This is an optimization exercise on Yosys and OpenROAD, whose aim is small area, a short achievable clock period and few clock cycles per item, not a production implementation.
At most, simulation tests tie the RTL to the original design; equivalence was not proved.
Power and IR drop assume default switching activity.

// func
module func (
        input clk_i,
        input rst_i,
        input [ 7 : 0 ] a_bi,
        input [ 7 : 0 ] b_bi,
        input start_i,
        output [ 1 : 0 ] busy_o,
        output reg [ 4 : 0 ] y_bo
    );
Settings: LEC_CHECK=0, ABC_AREA=1, CAP_MARGIN=20, CORE_AREA=2.5 2.5 57.5 57.5, CTS_BUF_LIST=sky130_fd_sc_hd__clkbuf_1 sky130_fd_sc_hd__clkbuf_2, CTS_CLUSTER_DIAMETER=100, CTS_CLUSTER_SIZE=10, DIE_AREA=0 0 60 60, SLEW_MARGIN=20; clock period 5.0 ns.
standard.sh (not shown) runs the stock make flow with config.mk's settings and CLKGATE_MAP_FILE= SYNTH_SCRIPT=/design/flow/synth_recipe.tcl, a recipe that flattens the netlist after the stock synthesis.
==> flow/flow/run.sh <==
#!/bin/bash
# Standard layout with two changes: the port buffers are sky130_fd_sc_hd__buf_1
# instead of the cell buffer_ports picks by default (a slow delay buffer), and
# synthesis maps with flow/abc_area.script (ABC_AREA 1) instead of ORFS's.
set -euo pipefail
rm -rf scripts
cp -r "$FLOW_HOME/scripts" scripts
cp flow/abc_area.script scripts/abc_area.script
BUFFER_PORTS_ARGS="-buffer_cell sky130_fd_sc_hd__buf_1" bash standard.sh SCRIPTS_DIR=$PWD/scripts finish > standard.log 2>&1
==> flow/flow/abc_area.script <==
strash
dch
map -B 0.5
topo
stime -c
buffer -c
upsize -c
dnsize -c
Testbench counts at the start, summed over its fixed seeds: cycles 2,400, items 2,400.
Then changed:
==> flow/flow/abc_area.script (replaced) <==
strash
dch
map
topo
stime -c
buffer -c
upsize -c
dnsize -c
--- a/flow/config.mk
+++ b/flow/config.mk
@@ -9,7 +9,4 @@
 export CAP_MARGIN = 20
 export CORE_AREA = 2.5 2.5 57.5 57.5
-export CTS_BUF_LIST = sky130_fd_sc_hd__clkbuf_1 sky130_fd_sc_hd__clkbuf_2
-export CTS_CLUSTER_DIAMETER = 100
-export CTS_CLUSTER_SIZE = 10
 export DIE_AREA = 0 0 60 60
 export SLEW_MARGIN = 20
=>
- first-iteration DRC count goes down by 9.7%
- count of clock-buffer cells in the layout does not change
- routed wire length climbs by 6.3%
- maximum frequency is lower by 4.0%
- global-route usage grows by 0.39 points
- total power went up by 7.1%
- hold slack is worse by 0.0082 ns
- clock power went up by 28%
- synthesized cell count went down by 2.0%
- die area is unchanged
- non-clock buffer count is unchanged

========
Setup of run 1:
func, a different RTL version from the one above (not shown whole).
Size: roughly 120 cells after synthesis, roughly 5 flip-flops, roughly 26 I/O pins, roughly 700 um2 of cells after synthesis.
==> flow/config.mk <==
export PLATFORM = sky130hd
export DESIGN_NAME = func
export DESIGN_NICKNAME = func
export VERILOG_FILES = /design/flow/design.v
export SDC_FILE = /design/flow/constraint.sdc
export NUM_CORES = 4
export LEC_CHECK = 0
export ABC_AREA = 1
export CAP_MARGIN = 20
export CORE_AREA = 2.5 2.5 57.5 57.5
export DIE_AREA = 0 0 60 60
export SLEW_MARGIN = 20
==> flow/constraint.sdc <==
create_clock -name core_clock -period 5.0 [get_ports {clk_i}]
set_input_delay 1.0000 -clock core_clock [delete_from_list [all_inputs] [get_ports {clk_i}]]
set_output_delay 1.0000 -clock core_clock [all_outputs]
set_load 0.01 [all_outputs]
==> flow/flow/run.sh <==
#!/bin/bash
# Standard layout, with the port buffers made from sky130_fd_sc_hd__buf_1
# instead of the cell buffer_ports picks by default (a slow delay buffer).
set -euo pipefail
BUFFER_PORTS_ARGS="-buffer_cell sky130_fd_sc_hd__buf_1" bash standard.sh finish > standard.log 2>&1
Run 1 did not stop at any stage, and its layout met the timing, DRC and antenna checks.
Here is what was changed in the inputs of run 2 compared with run 1.
==> flow/flow/run.sh <==
#!/bin/bash
# Standard layout with two changes: the port buffers are sky130_fd_sc_hd__buf_1
# instead of the cell buffer_ports picks by default (a slow delay buffer), and
# synthesis maps with flow/abc_area.script (ABC_AREA 1) instead of ORFS's.
set -euo pipefail
rm -rf scripts
cp -r "$FLOW_HOME/scripts" scripts
cp flow/abc_area.script scripts/abc_area.script
BUFFER_PORTS_ARGS="-buffer_cell sky130_fd_sc_hd__buf_1" bash standard.sh SCRIPTS_DIR=$PWD/scripts finish > standard.log 2>&1
==> flow/flow/abc_area.script (new file) <==
strash
dch
map -D 1300 -B 0.9
topo
stime -c
buffer -c
upsize -c -D 1300
dnsize -c -D 1300
==> summary.txt <==
- Run 1 | stages: all done | timing, DRC, antenna: all pass
- Run 2 | status: complete | timing, DRC, antenna: pass
- Compared with run 1, run 2 is more frugal on power.
- Via count of the first global-routing pass went down slightly going from run 1 to run 2.
- Core utilization down 1.9 points in run 2 wrt run 1
- Run 2 vs. run 1: final weighted congestion in routability-driven placement saw a decrease, post-detailed-placement cell area saw a decrease, reported net switching power saw a decrease.
- Launch point of the critical path = b_bi[4]: run 1; launch point of the critical path = b_bi[0]: run 2
No functional check of the RTL was part of any run of this note.

========
== alpha ==
RTL: one of the versions met above, not the one the previous note started from.
For scale: roughly 100 cells after synthesis, roughly 5 flip-flops, about 610 sq um of cells after synthesis.
clock: 5.0 ns
lec_check: 0
abc_area: 1
cap_margin: 20
core_area: 2.5 2.5 57.5 57.5
die_area: 0 0 60 60
slew_margin: 20
==> flow/flow/run.sh <==
#!/bin/bash
set -euo pipefail
rm -rf scripts
cp -r "$FLOW_HOME/scripts" scripts
cp flow/abc_area.script scripts/abc_area.script
export FLOW_FO_LIMIT=3
export POST_GLOBAL_PLACE_TCL=$PWD/flow/post_gp.tcl
BUFFER_PORTS_ARGS="-buffer_cell sky130_fd_sc_hd__buf_1" bash standard.sh SCRIPTS_DIR=$PWD/scripts finish > standard.log 2>&1
==> flow/flow/abc_area.script <==
strash
dch
map -B 0.5
topo
stime -c
buffer -c
upsize -c
dnsize -c
==> flow/flow/post_gp.tcl <==
# Upsize the input-port buffers that drive many loads from buf_1 to buf_2.
set my_fo_limit [expr {[info exists ::env(FLOW_FO_LIMIT)] ? $::env(FLOW_FO_LIMIT) : 4}]
foreach inst [get_cells input*] {
  set master [get_property $inst ref_name]
  if {$master != "sky130_fd_sc_hd__buf_1"} { continue }
  set out [get_pins -of_objects $inst -filter "direction == output"]
  set net [get_nets -of_objects $out]
  set fo [llength [get_pins -of_objects $net -filter "direction == input"]]
  if {$fo >= $my_fo_limit} {
    puts "upsizing [get_full_name $inst] (fanout $fo) to buf_2"
    replace_cell $inst sky130_fd_sc_hd__buf_2
  }
}
alpha completed; timing, DRC and antenna clean
Testbench counts of alpha, summed over its fixed seeds: cycles 2,400, items 2,400.
> inputs changed (alpha -> beta)
- PLACE_DENSITY newly set to 0.45
diff --git a/flow/flow/run.sh b/flow/flow/run.sh
--- a/flow/flow/run.sh
+++ b/flow/flow/run.sh
@@ -6 +6,2 @@
-export FLOW_FO_LIMIT=3
+export FLOW_FO_LIMIT=4
+export SKIP_REPAIR_TIE_FANOUT=1
==> flow/flow/abc_area.script <==
strash
dch
map -B 0.6
topo
stime -c
upsize -c
dnsize -c
==> comparison <==
Changes observed in beta relative to alpha: via count has increased, number of antenna repair diodes did not really move, power down 1.2 uW, fmax went down by 1.4%, setup slack went down by 0.028 ns.
beta vs alpha: wire length of the first global-routing pass down slightly
Modified inputs, gamma compared to beta
- a deleted PLACE_DENSITY that had been 0.45
==> flow/flow/run.sh <==
#!/bin/bash
# Standard layout, with the port buffers made from sky130_fd_sc_hd__buf_1
# instead of the cell buffer_ports picks by default (a slow delay buffer).
set -euo pipefail
BUFFER_PORTS_ARGS="-buffer_cell sky130_fd_sc_hd__buf_1" bash standard.sh finish > standard.log 2>&1
removed: flow/flow/abc_area.script
removed: flow/flow/post_gp.tcl
## What came out
[compare] base=beta new=gamma: routed length per instance now sits lower, synthesized cell count now sits higher, highest ir drop seen on vdd now sits higher, number of fillers in the final layout now sits higher.

========
Another version of the RTL of func (not shown whole).
Size in the first run: roughly 5 flip-flops, ~820 sq um of cells after synthesis.
Settings: LEC_CHECK=0, ABC_AREA=0, CAP_MARGIN=20, CORE_AREA=2.5 2.5 57.5 57.5, DIE_AREA=0 0 60 60, SLEW_MARGIN=20; clock period 5.0 ns.
==> flow/flow/run.sh <==
#!/bin/bash
# Standard layout, with the port buffers made from sky130_fd_sc_hd__buf_1
# instead of the cell buffer_ports picks by default (a slow delay buffer).
set -euo pipefail
BUFFER_PORTS_ARGS="-buffer_cell sky130_fd_sc_hd__buf_1" bash standard.sh finish > standard.log 2>&1
The baseline produced a clean layout.
Testbench counts at the start, summed over its fixed seeds: cycles 2,400, items 2,400.
Then changed:
==> flow/flow/run.sh (replaced) <==
#!/bin/bash
# Standard layout with two changes: the port buffers are sky130_fd_sc_hd__buf_1
# instead of the cell buffer_ports picks by default (a slow delay buffer), and
# synthesis maps with flow/abc_area.script (ABC_AREA 1) instead of ORFS's.
set -euo pipefail
rm -rf scripts
cp -r "$FLOW_HOME/scripts" scripts
cp flow/abc_area.script scripts/abc_area.script
BUFFER_PORTS_ARGS="-buffer_cell sky130_fd_sc_hd__buf_1" bash standard.sh SCRIPTS_DIR=$PWD/scripts finish > standard.log 2>&1
==> flow/flow/abc_area.script (new file) <==
strash
dch
map -B 0.9
topo
stime -c
--- a/flow/config.mk
+++ b/flow/config.mk
@@ -8 +8 @@
-export ABC_AREA = 0
+export ABC_AREA = 1
Result:
- sequential power came out lower by about 0.9%
- global-route usage came out lower by 2.9 points
- via count came out lower by 8.3%
- cell area came out lower by 12%
- total power came out lower by 9.2%
- wire length came out lower by 23%
- first-iteration DRC count came out lower by 27%
- flip-flop and latch count stays the same
- worst setup slack improves by 280 ps

========
Setup of oak:
func with an RTL version that a note above also has.
Size in the first run: about 100 cells after synthesis, ~5 flip-flops, roughly 26 I/O pins, roughly 610 um2 of cells after synthesis.
==> flow/design.v (excerpt) <==
module func (
        input clk_i,
        input rst_i,
        input [ 7 : 0 ] a_bi,
        input [ 7 : 0 ] b_bi,
        input start_i,
        output [ 1 : 0 ] busy_o,
        output reg [ 4 : 0 ] y_bo
    );
export LEC_CHECK = 0
export ABC_AREA = 1
export CAP_MARGIN = 20
export CORE_AREA = 2.5 2.5 57.5 57.5
export DIE_AREA = 0 0 60 60
export SLEW_MARGIN = 20
create_clock -name core_clock -period 5.0 [get_ports {clk_i}]
==> flow/flow/run.sh <==
#!/bin/bash
# Standard layout (standard.sh) with two changes:
# - the port buffers are sky130_fd_sc_hd__buf_1 instead of the cell
#   buffer_ports picks by default (a slow delay buffer);
# - synthesis maps with flow/abc_area.script (ABC_AREA is 1) instead of
#   ORFS's own area script. The rest of ORFS's scripts are used unchanged.
# standard.sh's output goes to standard.log; each ORFS step writes its own
# log under orfs/logs/.
set -euo pipefail
rm -rf scripts
cp -r "$FLOW_HOME/scripts" scripts
cp flow/abc_area.script scripts/abc_area.script
BUFFER_PORTS_ARGS="-buffer_cell sky130_fd_sc_hd__buf_1" bash standard.sh SCRIPTS_DIR="$PWD/scripts" finish > standard.log 2>&1
==> flow/flow/abc_area.script <==
strash
dch
map -B 0.5
topo
stime -c
buffer -c
upsize -c
dnsize -c
oak did not stop at any stage, and its layout met the timing, DRC and antenna checks.
Testbench counts of oak, summed over its fixed seeds: cycles 2,400, items 2,400.
Here is what was changed in the inputs of pine compared with oak.
==> flow/flow/run.sh <==
#!/bin/bash
# Standard layout with two changes: the port buffers are sky130_fd_sc_hd__buf_1
# instead of the cell buffer_ports picks by default (a slow delay buffer), and
# synthesis maps with flow/abc_area.script (ABC_AREA 1) instead of ORFS's.
set -euo pipefail
rm -rf scripts
cp -r "$FLOW_HOME/scripts" scripts
cp flow/abc_area.script scripts/abc_area.script
BUFFER_PORTS_ARGS="-buffer_cell sky130_fd_sc_hd__buf_1" bash standard.sh SCRIPTS_DIR=$PWD/scripts finish > standard.log 2>&1
==> flow/flow/abc_area.script <==
strash
dch
map -D 1300 -B 0.9
topo
stime -c
buffer -c
upsize -c -D 1300
dnsize -c -D 1300
### Flow results
pine ends up with lower number of vias per cell than oak does.
Delta (pine minus oak): via count has increased, met1 track demand over resource -0.63 points, proportion of cell area occupied by registers now smaller, fraction of the mapped netlist area in compound gates decreased by 15 points relative to the old numbers.
Overall power was higher in the run labelled oak.
Summary of pine over oak: first-pass iteration count of the detailed router shows no meaningful change; post-route non-filler standard cell count shows an increase of 28; critical path data required time shows no meaningful change.
The higher final core area utilization of oak and pine is in pine.
combinational cells as the top power group was reported by oak, and the clock network by pine.
[inputs] birch vs pine
==> flow/flow/run.sh <==
#!/bin/bash
set -euo pipefail
rm -rf scripts
cp -r "$FLOW_HOME/scripts" scripts
cp flow/abc_area.script scripts/abc_area.script
export FLOW_FO_LIMIT=4
export SKIP_REPAIR_TIE_FANOUT=1; export FLOW_FO4_LIMIT=6
export POST_GLOBAL_PLACE_TCL=$PWD/flow/post_gp.tcl
BUFFER_PORTS_ARGS="-buffer_cell sky130_fd_sc_hd__buf_1" bash standard.sh SCRIPTS_DIR=$PWD/scripts finish > standard.log 2>&1
==> flow/flow/abc_area.script <==
strash
dch
map -B 0.6
topo
stime -c
upsize -c
dnsize -c
==> flow/flow/post_gp.tcl (new file) <==
# Upsize the input-port buffers that drive many loads: buf_2 from
# FLOW_FO_LIMIT loads, buf_4 from FLOW_FO4_LIMIT loads.
set lim2 $::env(FLOW_FO_LIMIT)
set lim4 $::env(FLOW_FO4_LIMIT)
foreach inst [get_cells input*] {
  if {[get_property $inst ref_name] != "sky130_fd_sc_hd__buf_1"} { continue }
  set out [get_pins -of_objects $inst -filter "direction == output"]
  set fo [llength [get_pins -of_objects [get_nets -of_objects $out] -filter "direction == input"]]
  if {$fo >= $lim4} {
    puts "upsizing [get_full_name $inst] (fanout $fo) to buf_4"
    replace_cell $inst sky130_fd_sc_hd__buf_4
  } elseif {$fo >= $lim2} {
    puts "upsizing [get_full_name $inst] (fanout $fo) to buf_2"
    replace_cell $inst sky130_fd_sc_hd__buf_2
  }
}
Notes after the runs:
- NOTE via count of the first global-routing pass pine->birch increased slightly
- After detailed routing, pine needs more wire than birch.
- Summary of birch over pine: detailed route wirelength on metal2 fell by about 2.8%; number of different library cells in the post-synthesis netlist moved up; minimum clock period after layout fell by 0.23 ns.
- pine reports its critical path endpoint as y_bo[0]$_SDFFE_PP0P_ while birch reports y_bo[3]$_SDFFE_PP0P_.
- [birch vs pine] summed area of non-filler cells in the final layout: lower in birch

========
func with an RTL version that a note above also has.
For scale: about 5 flip-flops, ~26 I/O pins.
Settings: LEC_CHECK=0, ABC_AREA=1, CAP_MARGIN=20, CORE_AREA=2.5 2.5 57.5 57.5, DIE_AREA=0 0 60 60, SETUP_SLACK_MARGIN=2.7, SLEW_MARGIN=20; clock period 5.0 ns.
==> flow/flow/run.sh <==
#!/bin/bash
# Standard layout, with the port buffers made from sky130_fd_sc_hd__buf_1
# instead of the cell buffer_ports picks by default (a slow delay buffer).
set -euo pipefail
BUFFER_PORTS_ARGS="-buffer_cell sky130_fd_sc_hd__buf_1" bash standard.sh finish > standard.log 2>&1
The first run ran to the end with no violations.
Testbench counts at the start, summed over its fixed seeds: cycles 2,400, items 2,400.
Edit:
==> flow/flow/run.sh (replaced) <==
#!/bin/bash
# Standard layout with two changes: the port buffers are sky130_fd_sc_hd__buf_1
# instead of the cell buffer_ports picks by default (a slow delay buffer), and
# synthesis maps with flow/abc_area.script (ABC_AREA 1) instead of ORFS's.
set -euo pipefail
rm -rf scripts
cp -r "$FLOW_HOME/scripts" scripts
cp flow/abc_area.script scripts/abc_area.script
BUFFER_PORTS_ARGS="-buffer_cell sky130_fd_sc_hd__buf_1" bash standard.sh SCRIPTS_DIR=$PWD/scripts finish > standard.log 2>&1
==> flow/flow/abc_area.script (new file) <==
strash
dch
map -D 1000 -B 0.9
topo
stime -c
buffer -c
upsize -c -D 1000
dnsize -c -D 1000
SETUP_SLACK_MARGIN = unset   (was 2.7)
Wire length drops by 11%.
Setup slack got worse by 0.12 ns.
Power shrinks by 8.7%.
Clock skew is unchanged.
Synthesized area stays the same.
Global-route usage is lower by 1.1 points.
Edit:
==> flow/run.sh (new file) <==
#!/bin/bash
# synth_recipe.tcl (not shown) runs the flow's synth.tcl, then flattens the netlist and writes it again
# the make line also repeats each setting of config.mk as NAME=value (left out here)
make -C /OpenROAD-flow-scripts/flow DESIGN_CONFIG=/design/flow/config.mk WORK_HOME=/design/flow/orfs CLKGATE_MAP_FILE= SYNTH_SCRIPT=/design/flow/synth_recipe.tcl finish
removed: flow/flow/run.sh
removed: flow/flow/abc_area.script
removed: flow/standard.sh
Area after synthesis does not change.
Hold slack is worse by 0.0060 ns.
Clock skew is unchanged.
Wire length is higher by 3.1%.
Count of clock-buffer cells in the layout does not change.
Edit:
==> flow/flow/run.sh (new file) <==
#!/bin/bash
# Standard layout, with the port buffers made from sky130_fd_sc_hd__buf_2
# instead of the cell buffer_ports picks by default (a slow delay buffer).
set -euo pipefail
BUFFER_PORTS_ARGS="-buffer_cell sky130_fd_sc_hd__buf_2" bash standard.sh finish > standard.log 2>&1
==> flow/standard.sh (new file) <==
#!/bin/bash
# synth_recipe.tcl (not shown) runs the flow's synth.tcl, then flattens the netlist and writes it again
# the make line also repeats each setting of config.mk as NAME=value (left out here)
make -C /OpenROAD-flow-scripts/flow DESIGN_CONFIG=/design/flow/config.mk WORK_HOME=/design/flow/orfs CLKGATE_MAP_FILE= SYNTH_SCRIPT=/design/flow/synth_recipe.tcl "${@:-finish}"
removed: flow/run.sh
The new run finished with timing, DRC and antenna clean.
Area after synthesis does not change.
Register-to-register slack hardly moves.
Worst setup slack improved by 0.45 ns.
Final cell count does not change.
Design area drops by 11%.
Hold slack gets better by 0.0053 ns.
Power came out lower by 6.5%.
Count of clock-buffer cells in the layout is unchanged.
Wire length goes down by about 2.7%.

[separate check: timing with driven ports]
No port has a modelled driver above. Below, the same layouts with a new extraction and two added sets of constraints. Step 1, drivers: a clkbuf_16 drives clk_i and a buf_2 each remaining input, both assumed. Step 2 moves the port delays by t, midway between the first and last clock arrival at a register: inputs arrive t later, outputs are due t later. That takes back most of the time a late clock gives input paths. a / b / c = ideal / step 1 / step 2; a / b = the first two.
run | t, ns | setup WS [ns] | worst register clock-pin slew, ns
the first run of note 1 | 0.236 | 3.004 / 2.994 / 2.758 | 0.06 / 0.06
the second run of note 1 | 0.259 | 2.921 / 2.916 / 2.657 | 0.04 / 0.04
run 1 | 0.255 | 2.829 / 2.820 / 2.566 | 0.05 / 0.05
run 2 | 0.263 | 2.776 / 2.769 / 2.507 | 0.05 / 0.05
alpha | 0.258 | 3.075 / 3.068 / 2.810 | 0.04 / 0.04
beta | 0.257 | 3.047 / 3.042 / 2.786 | 0.04 / 0.04
gamma | 0.255 | 2.976 / 2.970 / 2.715 | 0.04 / 0.04
the first run of note 4 | 0.261 | 1.718 / 1.711 / 1.450 | 0.04 / 0.04
the second run of note 4 | 0.253 | 2.001 / 1.995 / 1.742 | 0.04 / 0.04
oak | 0.259 | 3.022 / 3.012 / 2.753 | 0.04 / 0.04
pine | 0.257 | 2.866 / 2.857 / 2.600 | 0.04 / 0.04
birch | 0.255 | 3.092 / 3.089 / 2.835 | 0.05 / 0.05
the first run of note 6 | 0.254 | 2.581 / 2.523 / 2.269 | 0.05 / 0.05
the second run of note 6 | 0.250 | 2.459 / 2.451 / 2.201 | 0.04 / 0.04
the third run of note 6 | 0.257 | 2.062 / 2.053 / 1.796 | 0.05 / 0.05
the fourth run of note 6 | 0.252 | 2.507 / 2.503 / 2.251 | 0.04 / 0.04
After both steps setup and hold are still met in every run listed. The setup slack of the first run of note 6, which loses most, moves by -0.058 ns with the drivers and by -0.312 ns with both steps.
